This design comes from an exercise in tuning for small area on the open sky130 flow, not from production work.
Where RTL was checked, it was by simulation tests only, not by an equivalence proof against the original.
For run 2, only the layout was checked, not whether the RTL still works.
No activity file was given, so power comes from the tool's default toggle rates.

==> flow/design.v (outline; a module is shown in full before it is edited, if it fits) <==
// module WTA: 2471 lines
module WTA
#(
	parameter  MAXDISPARITY = 64 ,
	parameter  LPDI_WIDTH = 8 ,
	parameter  INPUTDATAWID = 513,
	parameter  OUTPUTDATAWID = 9
  )
(
	input wire                      clk,
	input wire                      en,
	input wire                      pixelEN,
	input  wire[INPUTDATAWID-1:0]   LPDi,
	output wire[OUTPUTDATAWID-1:0]  disparity
);
  // ...
==> flow/flow/run.sh <==
#!/bin/bash
set -euo pipefail
W=$PWD
PLAT="$FLOW_HOME/platforms/$FLOW_PLATFORM"
bash standard.sh synth > "$W/synth_ref.log" 2>&1
cp orfs/results/"$FLOW_PLATFORM"/WTA/base/1_2_yosys.v "$W/ref_synth.v"
python3 flow/map.py "$FLOW_DESIGN" "$W/ref_synth.v" "$W/mapped.v" > "$W/map.log" 2>&1
sed 's/\bmodule WTA\b/module WTA_rtl/' "$FLOW_DESIGN" > "$W/rtl_ref.v"
iverilog -g2012 -DFUNCTIONAL -DUNIT_DELAY=#0 -o "$W/selfcheck.vvp" flow/selfcheck_tb.v "$W/rtl_ref.v" \
  "$PLAT/verilog/primitives.v" "$PLAT/verilog/sky130_fd_sc_hd.v" "$W/mapped.v" > "$W/selfcheck.log" 2>&1
vvp -n "$W/selfcheck.vvp" >> "$W/selfcheck.log" 2>&1
grep -q "SELFCHECK PASS" "$W/selfcheck.log"
rm -rf orfs
bash standard.sh SYNTH_NETLIST_FILES="$W/mapped.v" \
  "BUFFER_PORTS_ARGS=-buffer_cell sky130_fd_sc_hd__buf_1" GPL_TIMING_DRIVEN=0 finish > "$W/layout.log" 2>&1
==> flow/flow/map.py <==
#!/usr/bin/env python3
"""Technology mapping for this design's RTL, which is written one gate per assignment.

usage: map.py design.v ref_synth.v out.v

Reads design.v (the version's RTL as the layout reads it), maps every
'assign nK = <expression>;' onto the sky130hd cell with that function, every bit of the
step-enabled registers onto sky130_fd_sc_hd__edfxtp_1, and writes the gate netlist.
Register instances get the names the standard synthesis gives them; ref_synth.v (the
standard synthesis of the same design.v) is read to check that the two netlists have the
same registers, by name and cell type. Stops with an error on anything it does not know."""
import re, sys

LIB = {
 'inv':    ('A', 'Y', '~{A}'),
 'nand2':  ('A B', 'Y', '~({A} & {B})'),
 'nor2':   ('A B', 'Y', '~({A} | {B})'),
 'and2':   ('A B', 'X', '{A} & {B}'),
 'or2':    ('A B', 'X', '{A} | {B}'),
 'nand3':  ('A B C', 'Y', '~({A} & {B} & {C})'),
 'nor3':   ('A B C', 'Y', '~({A} | {B} | {C})'),
 'and3':   ('A B C', 'X', '{A} & {B} & {C}'),
 'nand4':  ('A B C D', 'Y', '~({A} & {B} & {C} & {D})'),
 'nor4':   ('A B C D', 'Y', '~({A} | {B} | {C} | {D})'),
 'and4':   ('A B C D', 'X', '{A} & {B} & {C} & {D}'),
 'or4':    ('A B C D', 'X', '{A} | {B} | {C} | {D}'),
 'o22ai':  ('A1 A2 B1 B2', 'Y', '~(({A1} | {A2}) & ({B1} | {B2}))'),
 'a22oi':  ('A1 A2 B1 B2', 'Y', '~(({A1} & {A2}) | ({B1} & {B2}))'),
 'a22o':   ('A1 A2 B1 B2', 'X', '({A1} & {A2}) | ({B1} & {B2})'),
 'o22a':   ('A1 A2 B1 B2', 'X', '({A1} | {A2}) & ({B1} | {B2})'),
 'a21oi':  ('A1 A2 B1', 'Y', '~(({A1} & {A2}) | {B1})'),
 'a221o':  ('A1 A2 B1 B2 C1', 'X', '({A1} & {A2}) | ({B1} & {B2}) | {C1}'),
 'a221oi': ('A1 A2 B1 B2 C1', 'Y', '~(({A1} & {A2}) | ({B1} & {B2}) | {C1})'),
 'o221a':  ('A1 A2 B1 B2 C1', 'X', '({A1} | {A2}) & ({B1} | {B2}) & {C1}'),
 'o221ai': ('A1 A2 B1 B2 C1', 'Y', '~(({A1} | {A2}) & ({B1} | {B2}) & {C1})'),
 'mux2':   ('A0 A1 S', 'X', '{S} ? {A1} : {A0}'),
 'o21ai':  ('A1 A2 B1', 'Y', '~(({A1} | {A2}) & {B1})'),
}
# same-area stronger variants
FREE = {'inv': 2, 'mux2': 2, 'or2': 2, 'o221a': 2}
# (fanout at least, size) per cell type
FANOUT_SIZE = {
 'a221o': [(3, 2)], 'a22o': [(3, 2)], 'o22a': [(3, 2)], 'and2': [(3, 2), (6, 4)], 'and4': [(3, 2), (6, 4)],
 'or2': [(6, 4)], 'and3': [(3, 2), (6, 4)], 'or4': [(3, 2), (6, 4)],
 'nand2': [(6, 2)], 'nand3': [(6, 2)], 'a21oi': [(6, 2)],
}
SIG = r'([A-Za-z_]\w*(?:\s*\[\s*\d+\s*\])?)'

def pattern(tmpl):
    out = ''
    for part in re.split(r'(\{\w+\})', tmpl):
        if part.startswith('{'):
            out += SIG
        else:
            for ch in part:
                out += r'\s*' if ch == ' ' else re.escape(ch)
    return re.compile(r'^\s*' + out + r'\s*$')

# pins in the order their placeholders appear in the expression
PATS = [(k, pattern(v[2]), re.findall(r'\{(\w+)\}', v[2]), v[1]) for k, v in LIB.items()]
# most specific first: longer templates before shorter ones
PATS.sort(key=lambda p: -len(LIB[p[0]][2]))

def norm(s):
    return re.sub(r'\s+', '', s)

def die(msg):
    sys.exit('map.py: ' + msg)

def main():
    src, ref, out = sys.argv[1:4]
    text = open(src).read()
    text = re.sub(r'//[^\n]*', '', text)
    text = re.sub(r'/\*.*?\*/', '', text, flags=re.S)
    cells = []
    wires = []
    for m in re.finditer(r'\bassign\s+(n\d+)\s*=\s*([^;]*);', text):
        lhs, rhs = m.group(1), m.group(2)
        for typ, pat, pins, outpin in PATS:
            mm = pat.match(rhs)
            if mm:
                cells.append((typ, lhs, dict(zip(pins, map(norm, mm.groups()))), outpin))
                wires.append(lhs)
                break
        else:
            die(f'no cell for assign {lhs} = {rhs}')
    m = re.search(r'\bwire\s+step\s*=\s*en\s*&\s*pixelEN\s*;', text)
    if not m:
        die('no step')
    regs = {}
    for m in re.finditer(r'\breg\s*\[\s*(\d+)\s*:\s*0\s*\]\s*(\w+)\s*;', text):
        regs[m.group(2)] = int(m.group(1)) + 1
    blocks = re.findall(r'always\s*@\s*\(\s*posedge\s+clk\s*\)\s*if\s*\(\s*step\s*\)\s*(\w+)\s*<=\s*\{([^}]*)\}\s*;', text)
    if sorted(b[0] for b in blocks) != sorted(regs):
        die(f'registers {sorted(regs)} vs assignments {[b[0] for b in blocks]}')

    def expand(item):
        item = norm(item)
        m = re.fullmatch(r'(\w+)\[(\d+):(\d+)\]', item)
        if m:
            hi, lo = int(m.group(2)), int(m.group(3))
            return [f'{m.group(1)}[{i}]' for i in range(hi, lo - 1, -1)]
        m = re.fullmatch(r"(\d+)'b([01]+)", item)
        if m:
            assert int(m.group(1)) == len(m.group(2))
            return ['zero' if c == '0' else 'one' for c in m.group(2)]
        return [item]

    flops = []
    for name, body in blocks:
        bits = [b for it in body.split(',') for b in expand(it)]
        if len(bits) != regs[name]:
            die(f'{name}: {len(bits)} bits for {regs[name]}')
        for i, d in enumerate(reversed(bits)):
            flops.append((f'{name}[{i}]', d))
    m = re.search(r'\bassign\s+disparity\s*=\s*\{([^}]*)\}\s*;', text)
    if not m:
        die('no disparity')
    outs = [b for it in m.group(1).split(',') for b in expand(it)]
    if len(outs) != 9:
        die('disparity width')
    outs = list(reversed(outs))

    # registers of the standard synthesis
    reftxt = open(ref).read()
    refregs = sorted(re.findall(r'(sky130_fd_sc_hd__\w+)\s+\\(\S+\$_\w+)\s', reftxt))
    mine = sorted(('sky130_fd_sc_hd__edfxtp_1', f'{q}$_DFFE_PP_') for q, _ in flops)
    if refregs != mine:
        die(f'registers differ from the standard synthesis: {refregs[:5]} ... vs {mine[:5]} ...')

    # drive strengths: free upgrades (same area), then by fanout
    fanout = {}
    for typ, o, pins, outpin in cells:
        for n in pins.values():
            fanout[n] = fanout.get(n, 0) + 1
    for q, d in flops:
        fanout[d] = fanout.get(d, 0) + 1
    size = {}
    for typ, o, pins, outpin in cells:
        s_ = FREE.get(typ, 1)
        fo = fanout.get(o, 0)
        for lim, sz in FANOUT_SIZE.get(typ, []):
            if fo >= lim:
                s_ = max(s_, sz)
        size[o] = s_
    regnames = {q for q, _ in flops}
    def net(n):
        if n in regnames:
            return '\\' + n + ' '
        return n
    L = ['module WTA(clk, en, pixelEN, LPDi, disparity);',
         '  input clk; input en; input pixelEN; input [512:0] LPDi; output [8:0] disparity;',
         '  wire step; wire zero;']
    for q, _ in flops:
        L.append(f'  wire {net(q)};')
    for w in wires:
        L.append(f'  wire {w};')
    L.append('  sky130_fd_sc_hd__and2_1 ustep (.A(en), .B(pixelEN), .X(step));')
    for i, (typ, o, pins, outpin) in enumerate(cells):
        ps = ', '.join(f'.{p}({net(n)})' for p, n in pins.items())
        L.append(f'  sky130_fd_sc_hd__{typ}_{size[o]} g{i} ({ps}, .{outpin}({o}));')
    for q, d in flops:
        L.append(f'  sky130_fd_sc_hd__edfxtp_1 \\{q}$_DFFE_PP_  (.CLK(clk), .D({net(d)}), .DE(step), .Q({net(q)}));')
    if 'one' in outs:
        die('constant one output')
    L.append('  sky130_fd_sc_hd__conb_1 tie0 (.LO(zero));')
    for k, o in enumerate(outs):
        L.append(f'  assign disparity[{k}] = {net(o)};')
    L.append('endmodule')
    open(out, 'w').write('\n'.join(L) + '\n')
    print(f'map.py: {len(cells)} gates, {len(flops)} registers')

main()
==> flow/flow/selfcheck_tb.v <==
`timescale 1ns/1ps
module selfcheck_tb;
  reg clk = 0;
  reg en, pen;
  reg [512:0] lpdi;
  wire [8:0] d_net, d_rtl;
  WTA     u_net (.clk(clk), .en(en), .pixelEN(pen), .LPDi(lpdi), .disparity(d_net));
  WTA_rtl u_rtl (.clk(clk), .en(en), .pixelEN(pen), .LPDi(lpdi), .disparity(d_rtl));
  integer i, d, kind, steps, errors, seed, base;
  always #5 clk = ~clk;
  initial begin
    seed = 12345; steps = 0; errors = 0;
    en = 0; pen = 0; lpdi = 0;
    for (i = 0; i < 4000; i = i + 1) begin
      @(negedge clk);
      kind = $random(seed) & 7;
      base = $random(seed) & 255;
      for (d = 0; d < 64; d = d + 1)
        case (kind)
          0, 1: lpdi[8*d +: 8] = $random(seed);
          2, 3: lpdi[8*d +: 8] = base + ($random(seed) & 3);
          4:    lpdi[8*d +: 8] = base;
          5:    lpdi[8*d +: 8] = (($random(seed) & 15) == 0) ? ($random(seed) & 1) : 8'hff;
          6:    lpdi[8*d +: 8] = base ^ (1 << ($random(seed) & 7));
          default: lpdi[8*d +: 8] = ($random(seed) & 1) ? base : ~base;
        endcase
      lpdi[512] = $random(seed);
      en = (i < 1000) ? 1'b1 : (($random(seed) & 3) != 0);
      pen = (i < 1000) ? 1'b1 : (($random(seed) & 3) != 0);
      @(posedge clk);
      if (en && pen) steps = steps + 1;
      #1;
      if (steps >= 6 && d_net !== d_rtl) begin
        errors = errors + 1;
        if (errors < 5) $display("mismatch at %0d: net %h rtl %h", i, d_net, d_rtl);
      end
    end
    if (errors == 0) $display("SELFCHECK PASS");
    else $display("SELFCHECK FAIL %0d", errors);
    $finish;
  end
endmodule
==> flow/standard.sh <==
#!/bin/bash
# synth_recipe.tcl (not shown) runs the flow's synth.tcl, then flattens the netlist and writes it again
# the make line also repeats each setting of config.mk as NAME=value (left out here)
make -C /OpenROAD-flow-scripts/flow DESIGN_CONFIG=/design/flow/config.mk WORK_HOME=/design/flow/orfs CLKGATE_MAP_FILE= SYNTH_SCRIPT=/design/flow/synth_recipe.tcl "${@:-finish}"
==> flow/config.mk <==
export PLATFORM = sky130hd
export DESIGN_NAME = WTA
export DESIGN_NICKNAME = WTA
export VERILOG_FILES = /design/flow/design.v
export SDC_FILE = /design/flow/constraint.sdc
export NUM_CORES = 8
export LEC_CHECK = 0
export CAP_MARGIN = 20
export CORE_MARGIN = 2
export CORE_UTILIZATION = 40
export SLEW_MARGIN = 20
==> flow/constraint.sdc <==
create_clock -name core_clock -period 6.67 [get_ports {clk}]
set_input_delay 1.3340 -clock core_clock [delete_from_list [all_inputs] [get_ports {clk}]]
set_output_delay 1.3340 -clock core_clock [all_outputs]
set_load 0.01 [all_outputs]
==> qor.yml, run 1 <==
cp-endpoint: "s1[5]"
multi_input_area_sq_um: 9400
maxSlewHeadroom_pct: 50.7
syn_area_sq_um: 10200
area_growth_syn_to_layout_pct: 35.7
syn-instance-count: 1271
post_synth.cell_area_avg_sq_um: 8.06
wl_um: 53300
pg_seq_mw: 0.433
grt_max_degree: 56
design_area_sq_um: 13900
pwr-share-seq_pct: 18.7
routed.top_layer: "met5"
crit_type: "input port to flip-flop"
tap-cell-count: 330
final_core_util_pct: 55.2
cpMostUsedCell: "mux2_2"
hold-path-endpoint: "pipe[10]"
regArea_sq_um: 1650
cts_setup_buffers: 5
pwr-share-clk_pct: 11.1
end_kind: "flip-flop"
reg2reg_from: "s1[4]"
grt_pass1_vias: 13200
crit_path_max_incr_delay_ns: 0.49
reg2reg_slack_ns: 5.32
pin_count: 525
start_util_pct: 40.7
drc: 0
detail_route.vias_per_cell: 7.00
hp-start: "pipe[3]"
num-multi-input-gates: 1220
netSwitchingFraction_pct: 48.1
rows: 58
crit_family: "simple AND/OR/NAND/NOR gates"
final_nets: 2355
place_congestion: 1.04
grt.total_usage_pct: 35.5
critPathLaunchType: "input port"
wire_per_inst_um: 24.5
die_area_sq_um: 26900
status: "timing/DRC/antenna clean"
finalSetupViolCount: 0
core_region_area_sq_um: 25200
==> run 2: changes to the inputs <==
--- a/flow/design.v
+++ b/flow/design.v
@@ -1232,16 +1232,19 @@
 wire n1216;
 wire n1217;
 wire n1218;
 wire n1219;
 wire n1220;
 wire n1221;
 wire n1222;
 wire n1223;
+wire n1224;
+wire n1225;
+wire n1226;
 assign n1 = ~(LPDi[7] & LPDi[15] & LPDi[23] & LPDi[31]);
 assign n2 = ~(LPDi[39] & LPDi[47] & LPDi[55] & LPDi[63]);
 assign n3 = n1 | n2;
 assign n4 = ~(n1 | n2);
 assign n5 = ~((LPDi[7] | LPDi[6]) & (LPDi[15] | LPDi[14]));
 assign n6 = ~((LPDi[23] | LPDi[22]) & (LPDi[31] | LPDi[30]));
 assign n7 = ~((LPDi[39] | LPDi[38]) & (LPDi[47] | LPDi[46]));
 assign n8 = ~((LPDi[55] | LPDi[54]) & (LPDi[63] | LPDi[62]));
@@ -1353,24 +1356,24 @@
 assign n114 = ~(n92 | LPDi[41] | LPDi[40]);
 assign n115 = ~(n93 | LPDi[49] | LPDi[48]);
 assign n116 = ~(n94 | LPDi[57] | LPDi[56]);
 assign n117 = ~(n109 | n110 | n111 | n112);
 assign n118 = ~(n113 | n114 | n115 | n116);
 assign n119 = ~(n99 & n100 & n108);
 assign n120 = ~(n117 & n118 & n119);
 assign n121 = ~(n117 & n118);
-assign n122 = (LPDi[1] & n101) | (LPDi[0] & n120) | n87;
-assign n123 = (LPDi[9] & n101) | (LPDi[8] & n120) | n88;
-assign n124 = (LPDi[17] & n101) | (LPDi[16] & n120) | n89;
-assign n125 = (LPDi[25] & n101) | (LPDi[24] & n120) | n90;
-assign n126 = (LPDi[33] & n101) | (LPDi[32] & n120) | n91;
-assign n127 = (LPDi[41] & n101) | (LPDi[40] & n120) | n92;
-assign n128 = (LPDi[49] & n101) | (LPDi[48] & n120) | n93;
-assign n129 = (LPDi[57] & n101) | (LPDi[56] & n120) | n94;
+assign n122 = ~((LPDi[1] & n101) | (LPDi[0] & n120) | n87);
+assign n123 = ~((LPDi[9] & n101) | (LPDi[8] & n120) | n88);
+assign n124 = ~((LPDi[17] & n101) | (LPDi[16] & n120) | n89);
+assign n125 = ~((LPDi[25] & n101) | (LPDi[24] & n120) | n90);
+assign n126 = ~((LPDi[33] & n101) | (LPDi[32] & n120) | n91);
+assign n127 = ~((LPDi[41] & n101) | (LPDi[40] & n120) | n92);
+assign n128 = ~((LPDi[49] & n101) | (LPDi[48] & n120) | n93);
+assign n129 = ~((LPDi[57] & n101) | (LPDi[56] & n120) | n94);
 assign n130 = ~(LPDi[71] & LPDi[79] & LPDi[87] & LPDi[95]);
 assign n131 = ~(LPDi[103] & LPDi[111] & LPDi[119] & LPDi[127]);
 assign n132 = n130 | n131;
 assign n133 = ~(n130 | n131);
 assign n134 = ~((LPDi[71] | LPDi[70]) & (LPDi[79] | LPDi[78]));
 assign n135 = ~((LPDi[87] | LPDi[86]) & (LPDi[95] | LPDi[94]));
 assign n136 = ~((LPDi[103] | LPDi[102]) & (LPDi[111] | LPDi[110]));
 assign n137 = ~((LPDi[119] | LPDi[118]) & (LPDi[127] | LPDi[126]));
@@ -1482,24 +1485,24 @@
 assign n243 = ~(n221 | LPDi[105] | LPDi[104]);
 assign n244 = ~(n222 | LPDi[113] | LPDi[112]);
 assign n245 = ~(n223 | LPDi[121] | LPDi[120]);
 assign n246 = ~(n238 | n239 | n240 | n241);
 assign n247 = ~(n242 | n243 | n244 | n245);
 assign n248 = ~(n228 & n229 & n237);
 assign n249 = ~(n246 & n247 & n248);
 assign n250 = ~(n246 & n247);
-assign n251 = (LPDi[65] & n230) | (LPDi[64] & n249) | n216;
-assign n252 = (LPDi[73] & n230) | (LPDi[72] & n249) | n217;
-assign n253 = (LPDi[81] & n230) | (LPDi[80] & n249) | n218;
-assign n254 = (LPDi[89] & n230) | (LPDi[88] & n249) | n219;
-assign n255 = (LPDi[97] & n230) | (LPDi[96] & n249) | n220;
-assign n256 = (LPDi[105] & n230) | (LPDi[104] & n249) | n221;
-assign n257 = (LPDi[113] & n230) | (LPDi[112] & n249) | n222;
-assign n258 = (LPDi[121] & n230) | (LPDi[120] & n249) | n223;
+assign n251 = ~((LPDi[65] & n230) | (LPDi[64] & n249) | n216);
+assign n252 = ~((LPDi[73] & n230) | (LPDi[72] & n249) | n217);
+assign n253 = ~((LPDi[81] & n230) | (LPDi[80] & n249) | n218);
+assign n254 = ~((LPDi[89] & n230) | (LPDi[88] & n249) | n219);
+assign n255 = ~((LPDi[97] & n230) | (LPDi[96] & n249) | n220);
+assign n256 = ~((LPDi[105] & n230) | (LPDi[104] & n249) | n221);
+assign n257 = ~((LPDi[113] & n230) | (LPDi[112] & n249) | n222);
+assign n258 = ~((LPDi[121] & n230) | (LPDi[120] & n249) | n223);
 assign n259 = ~(LPDi[135] & LPDi[143] & LPDi[151] & LPDi[159]);
 assign n260 = ~(LPDi[167] & LPDi[175] & LPDi[183] & LPDi[191]);
 assign n261 = n259 | n260;
 assign n262 = ~(n259 | n260);
 assign n263 = ~((LPDi[135] | LPDi[134]) & (LPDi[143] | LPDi[142]));
 assign n264 = ~((LPDi[151] | LPDi[150]) & (LPDi[159] | LPDi[158]));
 assign n265 = ~((LPDi[167] | LPDi[166]) & (LPDi[175] | LPDi[174]));
 assign n266 = ~((LPDi[183] | LPDi[182]) & (LPDi[191] | LPDi[190]));
@@ -1611,24 +1614,24 @@
 assign n372 = ~(n350 | LPDi[169] | LPDi[168]);
 assign n373 = ~(n351 | LPDi[177] | LPDi[176]);
 assign n374 = ~(n352 | LPDi[185] | LPDi[184]);
 assign n375 = ~(n367 | n368 | n369 | n370);
 assign n376 = ~(n371 | n372 | n373 | n374);
 assign n377 = ~(n357 & n358 & n366);
 assign n378 = ~(n375 & n376 & n377);
 assign n379 = ~(n375 & n376);
-assign n380 = (LPDi[129] & n359) | (LPDi[128] & n378) | n345;
-assign n381 = (LPDi[137] & n359) | (LPDi[136] & n378) | n346;
-assign n382 = (LPDi[145] & n359) | (LPDi[144] & n378) | n347;
-assign n383 = (LPDi[153] & n359) | (LPDi[152] & n378) | n348;
-assign n384 = (LPDi[161] & n359) | (LPDi[160] & n378) | n349;
-assign n385 = (LPDi[169] & n359) | (LPDi[168] & n378) | n350;
-assign n386 = (LPDi[177] & n359) | (LPDi[176] & n378) | n351;
-assign n387 = (LPDi[185] & n359) | (LPDi[184] & n378) | n352;
+assign n380 = ~((LPDi[129] & n359) | (LPDi[128] & n378) | n345);
+assign n381 = ~((LPDi[137] & n359) | (LPDi[136] & n378) | n346);
+assign n382 = ~((LPDi[145] & n359) | (LPDi[144] & n378) | n347);
+assign n383 = ~((LPDi[153] & n359) | (LPDi[152] & n378) | n348);
+assign n384 = ~((LPDi[161] & n359) | (LPDi[160] & n378) | n349);
+assign n385 = ~((LPDi[169] & n359) | (LPDi[168] & n378) | n350);
+assign n386 = ~((LPDi[177] & n359) | (LPDi[176] & n378) | n351);
+assign n387 = ~((LPDi[185] & n359) | (LPDi[184] & n378) | n352);
 assign n388 = ~(LPDi[199] & LPDi[207] & LPDi[215] & LPDi[223]);
 assign n389 = ~(LPDi[231] & LPDi[239] & LPDi[247] & LPDi[255]);
 assign n390 = n388 | n389;
 assign n391 = ~(n388 | n389);
 assign n392 = ~((LPDi[199] | LPDi[198]) & (LPDi[207] | LPDi[206]));
 assign n393 = ~((LPDi[215] | LPDi[214]) & (LPDi[223] | LPDi[222]));
 assign n394 = ~((LPDi[231] | LPDi[230]) & (LPDi[239] | LPDi[238]));
 assign n395 = ~((LPDi[247] | LPDi[246]) & (LPDi[255] | LPDi[254]));
@@ -1740,24 +1743,24 @@
 assign n501 = ~(n479 | LPDi[233] | LPDi[232]);
 assign n502 = ~(n480 | LPDi[241] | LPDi[240]);
 assign n503 = ~(n481 | LPDi[249] | LPDi[248]);
 assign n504 = ~(n496 | n497 | n498 | n499);
 assign n505 = ~(n500 | n501 | n502 | n503);
 assign n506 = ~(n486 & n487 & n495);
 assign n507 = ~(n504 & n505 & n506);
 assign n508 = ~(n504 & n505);
-assign n509 = (LPDi[193] & n488) | (LPDi[192] & n507) | n474;
-assign n510 = (LPDi[201] & n488) | (LPDi[200] & n507) | n475;
-assign n511 = (LPDi[209] & n488) | (LPDi[208] & n507) | n476;
-assign n512 = (LPDi[217] & n488) | (LPDi[216] & n507) | n477;
-assign n513 = (LPDi[225] & n488) | (LPDi[224] & n507) | n478;
-assign n514 = (LPDi[233] & n488) | (LPDi[232] & n507) | n479;
-assign n515 = (LPDi[241] & n488) | (LPDi[240] & n507) | n480;
-assign n516 = (LPDi[249] & n488) | (LPDi[248] & n507) | n481;
+assign n509 = ~((LPDi[193] & n488) | (LPDi[192] & n507) | n474);
+assign n510 = ~((LPDi[201] & n488) | (LPDi[200] & n507) | n475);
+assign n511 = ~((LPDi[209] & n488) | (LPDi[208] & n507) | n476);
+assign n512 = ~((LPDi[217] & n488) | (LPDi[216] & n507) | n477);
+assign n513 = ~((LPDi[225] & n488) | (LPDi[224] & n507) | n478);
+assign n514 = ~((LPDi[233] & n488) | (LPDi[232] & n507) | n479);
+assign n515 = ~((LPDi[241] & n488) | (LPDi[240] & n507) | n480);
+assign n516 = ~((LPDi[249] & n488) | (LPDi[248] & n507) | n481);
 assign n517 = ~(LPDi[263] & LPDi[271] & LPDi[279] & LPDi[287]);
 assign n518 = ~(LPDi[295] & LPDi[303] & LPDi[311] & LPDi[319]);
 assign n519 = n517 | n518;
 assign n520 = ~(n517 | n518);
 assign n521 = ~((LPDi[263] | LPDi[262]) & (LPDi[271] | LPDi[270]));
 assign n522 = ~((LPDi[279] | LPDi[278]) & (LPDi[287] | LPDi[286]));
 assign n523 = ~((LPDi[295] | LPDi[294]) & (LPDi[303] | LPDi[302]));
 assign n524 = ~((LPDi[311] | LPDi[310]) & (LPDi[319] | LPDi[318]));
@@ -1869,24 +1872,24 @@
 assign n630 = ~(n608 | LPDi[297] | LPDi[296]);
 assign n631 = ~(n609 | LPDi[305] | LPDi[304]);
 assign n632 = ~(n610 | LPDi[313] | LPDi[312]);
 assign n633 = ~(n625 | n626 | n627 | n628);
 assign n634 = ~(n629 | n630 | n631 | n632);
 assign n635 = ~(n615 & n616 & n624);
 assign n636 = ~(n633 & n634 & n635);
 assign n637 = ~(n633 & n634);
-assign n638 = (LPDi[257] & n617) | (LPDi[256] & n636) | n603;
-assign n639 = (LPDi[265] & n617) | (LPDi[264] & n636) | n604;
-assign n640 = (LPDi[273] & n617) | (LPDi[272] & n636) | n605;
-assign n641 = (LPDi[281] & n617) | (LPDi[280] & n636) | n606;
-assign n642 = (LPDi[289] & n617) | (LPDi[288] & n636) | n607;
-assign n643 = (LPDi[297] & n617) | (LPDi[296] & n636) | n608;
-assign n644 = (LPDi[305] & n617) | (LPDi[304] & n636) | n609;
-assign n645 = (LPDi[313] & n617) | (LPDi[312] & n636) | n610;
+assign n638 = ~((LPDi[257] & n617) | (LPDi[256] & n636) | n603);
+assign n639 = ~((LPDi[265] & n617) | (LPDi[264] & n636) | n604);
+assign n640 = ~((LPDi[273] & n617) | (LPDi[272] & n636) | n605);
+assign n641 = ~((LPDi[281] & n617) | (LPDi[280] & n636) | n606);
+assign n642 = ~((LPDi[289] & n617) | (LPDi[288] & n636) | n607);
+assign n643 = ~((LPDi[297] & n617) | (LPDi[296] & n636) | n608);
+assign n644 = ~((LPDi[305] & n617) | (LPDi[304] & n636) | n609);
+assign n645 = ~((LPDi[313] & n617) | (LPDi[312] & n636) | n610);
 assign n646 = ~(LPDi[327] & LPDi[335] & LPDi[343] & LPDi[351]);
 assign n647 = ~(LPDi[359] & LPDi[367] & LPDi[375] & LPDi[383]);
 assign n648 = n646 | n647;
 assign n649 = ~(n646 | n647);
 assign n650 = ~((LPDi[327] | LPDi[326]) & (LPDi[335] | LPDi[334]));
 assign n651 = ~((LPDi[343] | LPDi[342]) & (LPDi[351] | LPDi[350]));
 assign n652 = ~((LPDi[359] | LPDi[358]) & (LPDi[367] | LPDi[366]));
 assign n653 = ~((LPDi[375] | LPDi[374]) & (LPDi[383] | LPDi[382]));
@@ -1998,24 +2001,24 @@
 assign n759 = ~(n737 | LPDi[361] | LPDi[360]);
 assign n760 = ~(n738 | LPDi[369] | LPDi[368]);
 assign n761 = ~(n739 | LPDi[377] | LPDi[376]);
 assign n762 = ~(n754 | n755 | n756 | n757);
 assign n763 = ~(n758 | n759 | n760 | n761);
 assign n764 = ~(n744 & n745 & n753);
 assign n765 = ~(n762 & n763 & n764);
 assign n766 = ~(n762 & n763);
-assign n767 = (LPDi[321] & n746) | (LPDi[320] & n765) | n732;
-assign n768 = (LPDi[329] & n746) | (LPDi[328] & n765) | n733;
-assign n769 = (LPDi[337] & n746) | (LPDi[336] & n765) | n734;
-assign n770 = (LPDi[345] & n746) | (LPDi[344] & n765) | n735;
-assign n771 = (LPDi[353] & n746) | (LPDi[352] & n765) | n736;
-assign n772 = (LPDi[361] & n746) | (LPDi[360] & n765) | n737;
-assign n773 = (LPDi[369] & n746) | (LPDi[368] & n765) | n738;
-assign n774 = (LPDi[377] & n746) | (LPDi[376] & n765) | n739;
+assign n767 = ~((LPDi[321] & n746) | (LPDi[320] & n765) | n732);
+assign n768 = ~((LPDi[329] & n746) | (LPDi[328] & n765) | n733);
+assign n769 = ~((LPDi[337] & n746) | (LPDi[336] & n765) | n734);
+assign n770 = ~((LPDi[345] & n746) | (LPDi[344] & n765) | n735);
+assign n771 = ~((LPDi[353] & n746) | (LPDi[352] & n765) | n736);
+assign n772 = ~((LPDi[361] & n746) | (LPDi[360] & n765) | n737);
+assign n773 = ~((LPDi[369] & n746) | (LPDi[368] & n765) | n738);
+assign n774 = ~((LPDi[377] & n746) | (LPDi[376] & n765) | n739);
 assign n775 = ~(LPDi[391] & LPDi[399] & LPDi[407] & LPDi[415]);
 assign n776 = ~(LPDi[423] & LPDi[431] & LPDi[439] & LPDi[447]);
 assign n777 = n775 | n776;
 assign n778 = ~(n775 | n776);
 assign n779 = ~((LPDi[391] | LPDi[390]) & (LPDi[399] | LPDi[398]));
 assign n780 = ~((LPDi[407] | LPDi[406]) & (LPDi[415] | LPDi[414]));
 assign n781 = ~((LPDi[423] | LPDi[422]) & (LPDi[431] | LPDi[430]));
 assign n782 = ~((LPDi[439] | LPDi[438]) & (LPDi[447] | LPDi[446]));
@@ -2127,24 +2130,24 @@
 assign n888 = ~(n866 | LPDi[425] | LPDi[424]);
 assign n889 = ~(n867 | LPDi[433] | LPDi[432]);
 assign n890 = ~(n868 | LPDi[441] | LPDi[440]);
 assign n891 = ~(n883 | n884 | n885 | n886);
 assign n892 = ~(n887 | n888 | n889 | n890);
 assign n893 = ~(n873 & n874 & n882);
 assign n894 = ~(n891 & n892 & n893);
 assign n895 = ~(n891 & n892);
-assign n896 = (LPDi[385] & n875) | (LPDi[384] & n894) | n861;
-assign n897 = (LPDi[393] & n875) | (LPDi[392] & n894) | n862;
-assign n898 = (LPDi[401] & n875) | (LPDi[400] & n894) | n863;
-assign n899 = (LPDi[409] & n875) | (LPDi[408] & n894) | n864;
-assign n900 = (LPDi[417] & n875) | (LPDi[416] & n894) | n865;
-assign n901 = (LPDi[425] & n875) | (LPDi[424] & n894) | n866;
-assign n902 = (LPDi[433] & n875) | (LPDi[432] & n894) | n867;
-assign n903 = (LPDi[441] & n875) | (LPDi[440] & n894) | n868;
+assign n896 = ~((LPDi[385] & n875) | (LPDi[384] & n894) | n861);
+assign n897 = ~((LPDi[393] & n875) | (LPDi[392] & n894) | n862);
+assign n898 = ~((LPDi[401] & n875) | (LPDi[400] & n894) | n863);
+assign n899 = ~((LPDi[409] & n875) | (LPDi[408] & n894) | n864);
+assign n900 = ~((LPDi[417] & n875) | (LPDi[416] & n894) | n865);
+assign n901 = ~((LPDi[425] & n875) | (LPDi[424] & n894) | n866);
+assign n902 = ~((LPDi[433] & n875) | (LPDi[432] & n894) | n867);
+assign n903 = ~((LPDi[441] & n875) | (LPDi[440] & n894) | n868);
 assign n904 = ~(LPDi[455] & LPDi[463] & LPDi[471] & LPDi[479]);
 assign n905 = ~(LPDi[487] & LPDi[495] & LPDi[503] & LPDi[511]);
 assign n906 = n904 | n905;
 assign n907 = ~(n904 | n905);
 assign n908 = ~((LPDi[455] | LPDi[454]) & (LPDi[463] | LPDi[462]));
 assign n909 = ~((LPDi[471] | LPDi[470]) & (LPDi[479] | LPDi[478]));
 assign n910 = ~((LPDi[487] | LPDi[486]) & (LPDi[495] | LPDi[494]));
 assign n911 = ~((LPDi[503] | LPDi[502]) & (LPDi[511] | LPDi[510]));
@@ -2256,24 +2259,24 @@
 assign n1017 = ~(n995 | LPDi[489] | LPDi[488]);
 assign n1018 = ~(n996 | LPDi[497] | LPDi[496]);
 assign n1019 = ~(n997 | LPDi[505] | LPDi[504]);
 assign n1020 = ~(n1012 | n1013 | n1014 | n1015);
 assign n1021 = ~(n1016 | n1017 | n1018 | n1019);
 assign n1022 = ~(n1002 & n1003 & n1011);
 assign n1023 = ~(n1020 & n1021 & n1022);
 assign n1024 = ~(n1020 & n1021);
-assign n1025 = (LPDi[449] & n1004) | (LPDi[448] & n1023) | n990;
-assign n1026 = (LPDi[457] & n1004) | (LPDi[456] & n1023) | n991;
-assign n1027 = (LPDi[465] & n1004) | (LPDi[464] & n1023) | n992;
-assign n1028 = (LPDi[473] & n1004) | (LPDi[472] & n1023) | n993;
-assign n1029 = (LPDi[481] & n1004) | (LPDi[480] & n1023) | n994;
-assign n1030 = (LPDi[489] & n1004) | (LPDi[488] & n1023) | n995;
-assign n1031 = (LPDi[497] & n1004) | (LPDi[496] & n1023) | n996;
-assign n1032 = (LPDi[505] & n1004) | (LPDi[504] & n1023) | n997;
+assign n1025 = ~((LPDi[449] & n1004) | (LPDi[448] & n1023) | n990);
+assign n1026 = ~((LPDi[457] & n1004) | (LPDi[456] & n1023) | n991);
+assign n1027 = ~((LPDi[465] & n1004) | (LPDi[464] & n1023) | n992);
+assign n1028 = ~((LPDi[473] & n1004) | (LPDi[472] & n1023) | n993);
+assign n1029 = ~((LPDi[481] & n1004) | (LPDi[480] & n1023) | n994);
+assign n1030 = ~((LPDi[489] & n1004) | (LPDi[488] & n1023) | n995);
+assign n1031 = ~((LPDi[497] & n1004) | (LPDi[496] & n1023) | n996);
+assign n1032 = ~((LPDi[505] & n1004) | (LPDi[504] & n1023) | n997);
 assign n1033 = ~(n3 | n132 | n261 | n390);
 assign n1034 = ~(n519 | n648 | n777 | n906);
 assign n1035 = n1033 & n1034;
 assign n1036 = ~((n3 & n14) | (n132 & n143));
 assign n1037 = ~((n261 & n272) | (n390 & n401));
 assign n1038 = ~((n519 & n530) | (n648 & n659));
 assign n1039 = ~((n777 & n788) | (n906 & n917));
 assign n1040 = ~(n1036 & n1037 & n1038 & n1039);
@@ -2362,80 +2365,80 @@
 assign n1123 = ~((n101 | n1111) & (n120 | n1122) & n1099);
 assign n1124 = ~((n230 | n1111) & (n249 | n1122) & n1100);
 assign n1125 = ~((n359 | n1111) & (n378 | n1122) & n1101);
 assign n1126 = ~((n488 | n1111) & (n507 | n1122) & n1102);
 assign n1127 = ~((n617 | n1111) & (n636 | n1122) & n1103);
 assign n1128 = ~((n746 | n1111) & (n765 | n1122) & n1104);
 assign n1129 = ~((n875 | n1111) & (n894 | n1122) & n1105);
 assign n1130 = ~((n1004 | n1111) & (n1023 | n1122) & n1106);
-assign n1131 = n122 & n123;
-assign n1132 = n124 & n125;
-assign n1133 = n126 & n127;
-assign n1134 = n1131 ? n124 : n122;
-assign n1135 = n1131 & n1132;
-assign n1136 = n1133 ? n128 : n126;
-assign n1137 = n1135 ? n1136 : n1134;
-assign n1138 = n1135 ? n1133 : n1131;
-assign n1139 = n251 & n252;
-assign n1140 = n253 & n254;
-assign n1141 = n255 & n256;
-assign n1142 = n1139 ? n253 : n251;
-assign n1143 = n1139 & n1140;
-assign n1144 = n1141 ? n257 : n255;
-assign n1145 = n1143 ? n1144 : n1142;
-assign n1146 = n1143 ? n1141 : n1139;
-assign n1147 = n380 & n381;
-assign n1148 = n382 & n383;
-assign n1149 = n384 & n385;
-assign n1150 = n1147 ? n382 : n380;
-assign n1151 = n1147 & n1148;
-assign n1152 = n1149 ? n386 : n384;
-assign n1153 = n1151 ? n1152 : n1150;
-assign n1154 = n1151 ? n1149 : n1147;
-assign n1155 = n509 & n510;
-assign n1156 = n511 & n512;
-assign n1157 = n513 & n514;
-assign n1158 = n1155 ? n511 : n509;
-assign n1159 = n1155 & n1156;
-assign n1160 = n1157 ? n515 : n513;
-assign n1161 = n1159 ? n1160 : n1158;
-assign n1162 = n1159 ? n1157 : n1155;
-assign n1163 = n638 & n639;
-assign n1164 = n640 & n641;
-assign n1165 = n642 & n643;
-assign n1166 = n1163 ? n640 : n638;
-assign n1167 = n1163 & n1164;
-assign n1168 = n1165 ? n644 : n642;
-assign n1169 = n1167 ? n1168 : n1166;
-assign n1170 = n1167 ? n1165 : n1163;
-assign n1171 = n767 & n768;
-assign n1172 = n769 & n770;
-assign n1173 = n771 & n772;
-assign n1174 = n1171 ? n769 : n767;
-assign n1175 = n1171 & n1172;
-assign n1176 = n1173 ? n773 : n771;
-assign n1177 = n1175 ? n1176 : n1174;
-assign n1178 = n1175 ? n1173 : n1171;
-assign n1179 = n896 & n897;
-assign n1180 = n898 & n899;
-assign n1181 = n900 & n901;
-assign n1182 = n1179 ? n898 : n896;
-assign n1183 = n1179 & n1180;
-assign n1184 = n1181 ? n902 : n900;
-assign n1185 = n1183 ? n1184 : n1182;
-assign n1186 = n1183 ? n1181 : n1179;
-assign n1187 = n1025 & n1026;
-assign n1188 = n1027 & n1028;
-assign n1189 = n1029 & n1030;
-assign n1190 = n1187 ? n1027 : n1025;
-assign n1191 = n1187 & n1188;
-assign n1192 = n1189 ? n1031 : n1029;
-assign n1193 = n1191 ? n1192 : n1190;
-assign n1194 = n1191 ? n1189 : n1187;
+assign n1131 = n122 | n123;
+assign n1132 = n124 | n125;
+assign n1133 = n126 | n127;
+assign n1134 = n1131 ? n122 : n124;
+assign n1135 = n1131 | n1132;
+assign n1136 = n1133 ? n126 : n128;
+assign n1137 = n1135 ? n1134 : n1136;
+assign n1138 = n1135 ? n1131 : n1133;
+assign n1139 = n251 | n252;
+assign n1140 = n253 | n254;
+assign n1141 = n255 | n256;
+assign n1142 = n1139 ? n251 : n253;
+assign n1143 = n1139 | n1140;
+assign n1144 = n1141 ? n255 : n257;
+assign n1145 = n1143 ? n1142 : n1144;
+assign n1146 = n1143 ? n1139 : n1141;
+assign n1147 = n380 | n381;
+assign n1148 = n382 | n383;
+assign n1149 = n384 | n385;
+assign n1150 = n1147 ? n380 : n382;
+assign n1151 = n1147 | n1148;
+assign n1152 = n1149 ? n384 : n386;
+assign n1153 = n1151 ? n1150 : n1152;
+assign n1154 = n1151 ? n1147 : n1149;
+assign n1155 = n509 | n510;
+assign n1156 = n511 | n512;
+assign n1157 = n513 | n514;
+assign n1158 = n1155 ? n509 : n511;
+assign n1159 = n1155 | n1156;
+assign n1160 = n1157 ? n513 : n515;
+assign n1161 = n1159 ? n1158 : n1160;
+assign n1162 = n1159 ? n1155 : n1157;
+assign n1163 = n638 | n639;
+assign n1164 = n640 | n641;
+assign n1165 = n642 | n643;
+assign n1166 = n1163 ? n638 : n640;
+assign n1167 = n1163 | n1164;
+assign n1168 = n1165 ? n642 : n644;
+assign n1169 = n1167 ? n1166 : n1168;
+assign n1170 = n1167 ? n1163 : n1165;
+assign n1171 = n767 | n768;
+assign n1172 = n769 | n770;
+assign n1173 = n771 | n772;
+assign n1174 = n1171 ? n767 : n769;
+assign n1175 = n1171 | n1172;
+assign n1176 = n1173 ? n771 : n773;
+assign n1177 = n1175 ? n1174 : n1176;
+assign n1178 = n1175 ? n1171 : n1173;
+assign n1179 = n896 | n897;
+assign n1180 = n898 | n899;
+assign n1181 = n900 | n901;
+assign n1182 = n1179 ? n896 : n898;
+assign n1183 = n1179 | n1180;
+assign n1184 = n1181 ? n900 : n902;
+assign n1185 = n1183 ? n1182 : n1184;
+assign n1186 = n1183 ? n1179 : n1181;
+assign n1187 = n1025 | n1026;
+assign n1188 = n1027 | n1028;
+assign n1189 = n1029 | n1030;
+assign n1190 = n1187 ? n1025 : n1027;
+assign n1191 = n1187 | n1188;
+assign n1192 = n1189 ? n1029 : n1031;
+assign n1193 = n1191 ? n1190 : n1192;
+assign n1194 = n1191 ? n1187 : n1189;
 assign n1195 = n1123 ? n1145 : n1137;
 assign n1196 = n1123 ? n1146 : n1138;
 assign n1197 = n1123 ? n1143 : n1135;
 assign n1198 = n1123 & n1124;
 assign n1199 = n1125 ? n1161 : n1153;
 assign n1200 = n1125 ? n1162 : n1154;
 assign n1201 = n1125 ? n1159 : n1151;
 assign n1202 = n1125 & n1126;
@@ -2455,18 +2458,21 @@
 assign n1216 = s1[14] ? s1[16] : s1[11];
 assign n1217 = s1[14] ? s1[17] : s1[12];
 assign n1218 = s1[14] ? s1[18] : s1[13];
 assign n1219 = n1214 ? n1215 : n1210;
 assign n1220 = n1214 ? n1216 : n1211;
 assign n1221 = n1214 ? n1217 : n1212;
 assign n1222 = n1214 ? n1218 : n1213;
 assign n1223 = n1214 ? s1[14] : s1[4];
+assign n1224 = ~n1219;
+assign n1225 = ~n1220;
+assign n1226 = ~n1221;
 reg [19:0] s1;
 always @(posedge clk)
 if (step)
 	s1 <= {LPDi[512], n1129, n1209, n1208, n1207, n1206, n1127, n1205, n1204, n1203, n1202, n1125, n1201, n1200, n1199, n1198, n1123, n1197, n1196, n1195};
 reg [34:0] pipe;
 always @(posedge clk)
 if (step)
-	pipe <= {pipe[27:0], s1[19], n1214, n1223, n1222, n1221, n1220, n1219};
+	pipe <= {pipe[27:0], s1[19], n1214, n1223, n1222, n1226, n1225, n1224};
 assign disparity = {pipe[34], 2'b00, pipe[33:28]};
 endmodule
==> qor.yml, run 2 <==
fin_skew_ns: 0.00880
timing.final.crit_period_ns: 6.48
p_leak_nw: 4.41
syn-instance-count: 1274  # +0.24%
dp_hpwl_um: 45500
final_cell_mix: "buf_1 (520), o22ai_1 (235), nor3_1 (185)"
die_x_um: 163
fin_crit_sh_pct: 97.2
h-tree-depth: 2
start_util_pct: 40.6  # -0.079 points
place_congestion: 0.977  # -5.9%
cts_root_buf: "clkbuf_16"
core_region_area_sq_um: 25000  # -0.58%
fin_hold_ws_ns: 0.421
crit_path_max_incr_delay_ns: 0.48  # about the same
rows: 58  # unchanged
die_area_sq_um: 26700  # -0.75%
drive_above_1_share_pct: 28.7
crit_family: "simple AND/OR/NAND/NOR gates"
reg2reg_slack_ns: 5.32  # about the same
pin_count: 525  # unchanged
maxCapViolCount: 0
reg2reg_depth: 2
clk_latency_ns: 0.30
wire_per_inst_um: 24.7  # +1.1%
dp_slack_ns: -0.582
status: "timing/DRC/antenna clean"
design_area_sq_um: 14100  # +1.3%
pwr-share-clk_pct: 11.7  # +0.6 points
grt_max_degree: 56  # unchanged
min_delay_path_depth: 0
numPortBuffers: 522
cts_tree: "done"
wl_um: 54400  # +2.0%
die_h_um: 163
yosysWarnings: 0
p_int_mw: 1.20
multi_input_area_sq_um: 9510  # +1.2%
clk_pin_slew_ns: 0.08
reg2reg_from: "s1[4]"
top_register: "pipe"
grt_pass1_vias: 13300  # +0.94%
grt.total_usage_pct: 36.4  # +0.93 points
path_depth: 24
power_density_nw_per_um2: 167
clk_path_buf_depth: 2
max_freq_mhz: 154
crit_slowest_cell: "a221o_2"
critPathLaunchType: "input port"
detail_route.vias_per_cell: 6.94  # -0.89%
final_nets: 2368  # +0.55%
maxSlewHeadroom_pct: 50.4  # -0.31 points
required_ns: 6.73
largest_reg_flops: 35
grt_overflow: 0
cp_max_fo: 11
cts_buffers: 5
maxSlewViolCount: 0
power_frac_comb_pct: 69.9
hold-path-endpoint: "pipe[28]"
cts_sinks: 55
crit_type: "input port to flip-flop"
r2r-end: "pipe[3]"
syn_area_sq_um: 10200  # -0.77%
vias: 15300
largestRegisters: "pipe: 35 flops, s1: 20 flops"
cp_num_buf_inv: 1
critPathArrivalTime_ns: 6.55
finalSetupViolCount: 0  # unchanged
finalWorstSetupSlack_ns: 0.186
final_common_cell: "buf_1"
dr.pass1.iters: 5
nFillCells: 2502
pwr-share-seq_pct: 18.4  # -0.3 points
min_path_type: "flip-flop to flip-flop"
ir_drop_uv: 117
path_cells: "buf_1 > nand4_1 > nor2_1 > o21ai_1 > nand3_4 > a22o_2 > nor3_1 > nor4_2 > nand3_2 > a221o_2 > o22ai_1 > nor2_1 > nand3_1 > nand3_2 > a221o_2 > o22ai_1 > nor2_1 > nand3_1 > nand3_4 > a221oi_1 > or2_2 > mux2_2 > mux2_2 > mux2_2"
cts_hold_buf: 0
antenna_found_initial: 19
drc: 0  # unchanged
area_growth_syn_to_layout_pct: 38.5
grt_pass1_wl_um: 75600
post_synth.cell_area_avg_sq_um: 7.98  # -1.0%
hp-start: "pipe[21]"
end_kind: "flip-flop"
worstMarginPinSlew_ns: 0.744
ant_nets: 0
place_area_sq_um: 12500
p_switching_mw: 1.15
regArea_sq_um: 1650  # unchanged
hold_viol_final: 0
netSwitchingFraction_pct: 49.0  # +0.88 points
first_iter_violations: 1616
-- run 2: changes by cell type in the layout (fill, tap and decap cells not counted), moves of 16 or more --
cell,change
a221oi_2,+23
and2_1,-16
a221o_1,-56
and2_2,-16
a221oi_1,+33
or2_2,+32
-- run 2: repair_timing --
item                                    4_1_cts  5_1_grt
pin swaps                                     6       43
cloned                                        0        6
gates resized for setup                      22      128
buffers inserted                              6       36
endpoints found under the setup margin       15       19
-- run 2: worst max-delay path by stage --
stage,startpoint,to,slack (ns)
3_5_place_dp,LPDi[215],s1[7],-0.58
4_1_cts,LPDi[167],s1[5],0.0002
5_1_grt,LPDi[271],s1[11],-0.07
6_report,LPDi[383],s1[10],0.19
2_1_floorplan,LPDi[223],s1[5],0.75
3_3_place_gp,LPDi[223],s1[5],-0.55
-- run 2: per-stage QoR --
stage          util, %  TNS, ns  power (mW)  instances
2_1_floorplan        -        0        1.27       1275
3_3_place_gp      50.1    -7.42        1.73       2127
3_5_place_dp      50.1    -8.40        1.74       2127
4_1_cts           51.5        0        2.07       2141
5_1_grt           56.1   -0.384        2.48       2190
6_report          56.2        0        2.35       2198
-- run 2: cell type report --
| type | count | share of cell area (%) |
|---|---|---|
| repair buffers | 564 | 16.3 |
| multi-input cells | 1223 | 67.6 |
| diodes | 15 | 0.267 |
| well taps | 330 | 2.93 |
| inverters | 3 | 0.0800 |
| clock inverters | 3 | 0.240 |
| clock buffers | 5 | 0.889 |
| flip-flops and latches | 55 | 11.7 |
-- run 2: power by group through the flow --
stage | clock, mW | combinational (mW) | sequential (mW)
floorplan | 0 | 0.830 | 0.437
global placement | 0 | 1.29 | 0.441
detailed placement | 0 | 1.30 | 0.440
CTS | 0.279 | 1.36 | 0.433
global route | 0.292 | 1.75 | 0.435
finish | 0.274 | 1.64 | 0.432
-- run 2: per-layer routing --
layer	up-vias	GRT usage, %	routed length (um)
li1	6953	-	-
met1	7300	47.5	22100
met2	868	60.4	25100
met3	122	8.48	5650
met4	12	9.81	1490
met5	-	0	72

static timing again, ports no longer ideal:
Ports are ideal in the flow. The routed layouts listed here were re-timed in OpenROAD.
Step 1 assumes that a clkbuf_16 drives the clock port and a buf_2 every other input.
Step 2 times the ports against the registers' clock, not the clock port: input delays grow and output delays shrink by t, the midpoint of the rising clock arrivals with the driver on.
Three values: no drivers, after step 1, after step 2; two values: the first two.
run | shift t [ns] | slack for setup (ns) | worst hold slack (ns) | worst register clock-pin slew, ns | cell pins on the clock port's net
run 1 | 0.328 | 0.130 / 0.090 / -0.238 | 0.421 / 0.421 / 0.421 | 0.07 / 0.07 | 1
run 2 | 0.329 | 0.186 / 0.105 / -0.224 | 0.421 / 0.421 / 0.421 | 0.08 / 0.08 | 1
With both steps, setup timing fails in run 1 and run 2, where it was met with ideal ports. The setup slack of run 2, which loses most, moves by -0.081 ns with the drivers and by -0.410 ns with both steps.
